What follows belongs to an exercise in optimizing a design on an open flow for small area and a short achievable clock period; a production flow would make more cautious choices.
The RTL was checked by simulation tests, not by an equivalence proof against the original design.
Power is estimated from default activity; no workload was simulated.

run A:
## ALU_TOP
module ALU_TOP #(parameter width_top = 16) (A, B, ALU_FUN,
    CLK,RST,
    ARITH_OUT,
    LOGIC_OUT,
    CMP_OUT,
    SHIFT_OUT,
    CARRY_OUT,
    ARITH_FLAG_OUT,
    LOGIC_FLAG_OUT,
    CMP_FLAG_OUT,
    SHIFT_FLAG_OUT
    );
export LEC_CHECK = 0
export CAP_MARGIN = 20
export CORE_MARGIN = 2
export CORE_UTILIZATION = 40
export SLEW_MARGIN = 20
export SYNTH_HIERARCHICAL = 1
create_clock -name core_clock -period 130.0 [get_ports {CLK}]
standard.sh (not shown) runs the stock make flow with config.mk's settings and CLKGATE_MAP_FILE= SYNTH_SCRIPT=/design/flow/synth_recipe.tcl, a recipe that flattens the netlist after the stock synthesis.
==> flow/flow/run.sh <==
#!/bin/bash
# Own layout flow: the standard flow (standard.sh), except that the port
# buffers are sky130_fd_sc_hd__buf_1 instead of the flow's default choice.
# The whole make run's output goes to flow_make.log; ORFS keeps each step's
# log under orfs/logs/.
set -euo pipefail
export BUFFER_PORTS_ARGS="-buffer_cell sky130_fd_sc_hd__buf_1"
export SETUP_SLACK_MARGIN=91
export TNS_END_PERCENT=0
bash standard.sh > flow_make.log 2>&1
Run A | stages: all done | timing, DRC, antenna: all pass
## Diff of input files: run B against run A
--- a/flow/flow/run.sh
+++ b/flow/flow/run.sh
@@ -7,4 +7,2 @@
 export BUFFER_PORTS_ARGS="-buffer_cell sky130_fd_sc_hd__buf_1"
-export SETUP_SLACK_MARGIN=91
-export TNS_END_PERCENT=0
 bash standard.sh > flow_make.log 2>&1
[summary]
Changes observed in run B relative to run A: endpoint arrival time on the critical path increased by 3.85 ns relative to the old numbers; critical path depth decreased by about 3.3% relative to the old numbers.
Taking run A as the reference, in run B area fraction of clock buffers and clock inverters comparable, fraction of power consumed by combinational cells shrank by 0.9 points, number of antenna violations at the first check in global routing shows a reduction of 1, worst setup slack now sits lower, via count went down 1239.
Run A has higher total leakage power than run B.
Of run A and run B, run B shows the higher post-layout minimum cycle time, with run A below it.
Final clock period utilization by the worst path is higher on run B
Modified inputs, run C compared to run B
==> flow/flow/run.sh <==
#!/bin/bash
# Own layout flow: the standard flow (standard.sh) with two changes made
# through the environment the ORFS scripts read:
#  - the port buffers are sky130_fd_sc_hd__buf_1 instead of the flow's
#    default choice (every input and output port still gets its buffer);
#  - repair_timing aims for 89 ns of setup slack instead of 0, so that it
#    sizes up and buffers the longest paths (the SDC is unchanged).
# The make run's whole output goes to flow_make.log in this folder; ORFS keeps
# each step's full log under orfs/logs/.
set -euo pipefail
export BUFFER_PORTS_ARGS="-buffer_cell sky130_fd_sc_hd__buf_1"
export SETUP_SLACK_MARGIN=89
bash standard.sh > flow_make.log 2>&1
--- a/flow/config.mk
+++ b/flow/config.mk
@@ -9,3 +9,4 @@
 export CORE_MARGIN = 2
-export CORE_UTILIZATION = 40
+export CORE_UTILIZATION = 60
+export PLACE_DENSITY = 0.72
 export SLEW_MARGIN = 20
==> run notes <==
In the flow results for run C and run B, the first-iteration DRC count is larger on run C.
The maximum frequency of run C was superior to that of run B.
Relative to run B, the power measured on run C has increased slightly.
Comparing run C and run B, the higher final-layout fill cell count is on run B.
Final cell area: run C above run B
Of run C and run B, the run reporting the higher part of the total power dissipated in the clock network was run C.


Another version of the RTL of ALU_TOP (not shown whole).
Size: roughly 170 I/O pins.
## ALU_TOP
module ALU_TOP #(parameter width_top = 16) (A, B, ALU_FUN,
    CLK,RST,
    ARITH_OUT,
    LOGIC_OUT,
    CMP_OUT,
    SHIFT_OUT,
    CARRY_OUT,
    ARITH_FLAG_OUT,
    LOGIC_FLAG_OUT,
    CMP_FLAG_OUT,
    SHIFT_FLAG_OUT
    );
export LEC_CHECK = 0
export ABC_AREA = 1
export CAP_MARGIN = 20
export CORE_MARGIN = 2
export CORE_UTILIZATION = 60
export PLACE_DENSITY = 0.72
export SLEW_MARGIN = 20
export SYNTH_HIERARCHICAL = 1
create_clock -name core_clock -period 130.0 [get_ports {CLK}]
==> flow/flow/run.sh <==
#!/bin/bash
# Own layout flow: the standard flow (standard.sh) with two changes made
# through the environment the ORFS scripts read:
#  - the port buffers are sky130_fd_sc_hd__buf_1 instead of the flow's
#    default choice (every input and output port still gets its buffer);
#  - repair_timing aims for 91 ns of setup slack instead of 0, so that it
#    sizes up and buffers the longest paths (the SDC is unchanged).
# The make run's whole output goes to flow_make.log in this folder; ORFS keeps
# each step's full log under orfs/logs/.
set -euo pipefail
export BUFFER_PORTS_ARGS="-buffer_cell sky130_fd_sc_hd__buf_1"
export SETUP_SLACK_MARGIN=91
export SKIP_GATE_CLONING=1
bash standard.sh > flow_make.log 2>&1
The baseline finished clean.
Rerun with:
--- a/flow/flow/run.sh
+++ b/flow/flow/run.sh
@@ -13 +12,0 @@
-export SKIP_GATE_CLONING=1
Result: Worst setup slack is worse by 0.024 ns. Sequential power hardly moves. Sequential share of layout area stays flat. Area after synthesis stays the same.
Rerun with:
--- a/flow/flow/run.sh
+++ b/flow/flow/run.sh
@@ -6 +6 @@
-#  - repair_timing aims for 91 ns of setup slack instead of 0, so that it
+#  - repair_timing aims for 92 ns of setup slack instead of 0, so that it
@@ -12 +12 @@
-export SETUP_SLACK_MARGIN=91
+export SETUP_SLACK_MARGIN=92
=>
- power goes up by a few percent
- wire length goes up by a few percent
- via count goes up by a few percent
Rerun with:
--- a/flow/flow/run.sh
+++ b/flow/flow/run.sh
@@ -6 +6 @@
-#  - repair_timing aims for 92 ns of setup slack instead of 0, so that it
+#  - repair_timing aims for 89 ns of setup slack instead of 0, so that it
@@ -12 +12 @@
-export SETUP_SLACK_MARGIN=92
+export SETUP_SLACK_MARGIN=89
The new run completed with no timing, DRC or antenna violations.
Setup slack is worse by 1.8 ns.
Via count fell by 3.9%.
Routed wire length fell by 6.4%.
First-iteration DRC count fell by 21%.
Global-route usage fell by 0.83 points.
Design area fell by 6.9%.
Sequential share of layout area rose by 0.31 points.
Rerun with:
--- a/flow/flow/run.sh
+++ b/flow/flow/run.sh
@@ -6 +6 @@
-#  - repair_timing aims for 89 ns of setup slack instead of 0, so that it
+#  - repair_timing aims for 93 ns of setup slack instead of 0, so that it
@@ -12 +12 @@
-export SETUP_SLACK_MARGIN=89
+export SETUP_SLACK_MARGIN=93
Outcome:
- hold slack stays flat
- non-clock buffer count climbs by 127
- via count climbs by 11%
- total power climbs by 10%
- sequential power drops by about 2%
- critical path depth drops by 4
- core utilization climbs by 10 points
- global-route usage climbs by 3.7 points
- final cell count climbs by 5.1%
- area after synthesis is unchanged
Rerun with:
--- a/flow/flow/run.sh
+++ b/flow/flow/run.sh
@@ -6 +6 @@
-#  - repair_timing aims for 93 ns of setup slack instead of 0, so that it
+#  - repair_timing aims for 91 ns of setup slack instead of 0, so that it
@@ -12 +12 @@
-export SETUP_SLACK_MARGIN=93
+export SETUP_SLACK_MARGIN=91
Settings changed: CORE_UTILIZATION 60 to 70, GPL_ROUTABILITY_DRIVEN from default to 0, PLACE_DENSITY 0.72 to 0.8.
=>
- sequential cell count does not change
- first-iteration DRC count is lower slightly
- routed wire length drops by roughly a tenth
- via count goes down by a few percent

-- what the ideal ports hide --
How much do the figures lean on ideal ports? The routed layouts below were timed once more, with nothing changed but the port constraints.
Step 1 assumes that a clkbuf_16 drives the clock port and a buf_2 every other input.
Step 2 also shifts input and output timing later by t, the mid clock arrival at the registers, as if the neighbouring blocks saw the same clock.
Slacks: ideal ports / drivers / drivers and shift; pairs: ideal ports / drivers.
run	t (ns)	setup slack, ns	cell pins on the clock port's net
run A	0.360	91.086 / 91.039 / 91.270	1
run B	0.359	87.244 / 87.200 / 87.559	1
run C	0.358	89.482 / 89.437 / 89.720	1
the first run of note 2	0.363	91.623 / 91.572 / 91.639	1
the second run of note 2	0.362	91.599 / 91.548 / 91.643	1
the third run of note 2	0.361	92.285 / 92.235 / 92.368	1
the fourth run of note 2	0.361	90.493 / 90.444 / 90.805	1
the fifth run of note 2	0.351	92.501 / 92.452 / 92.803	1
the sixth run of note 2	0.367	91.450 / 91.406 / 91.773	1
After both steps setup and hold are still met in every run listed.
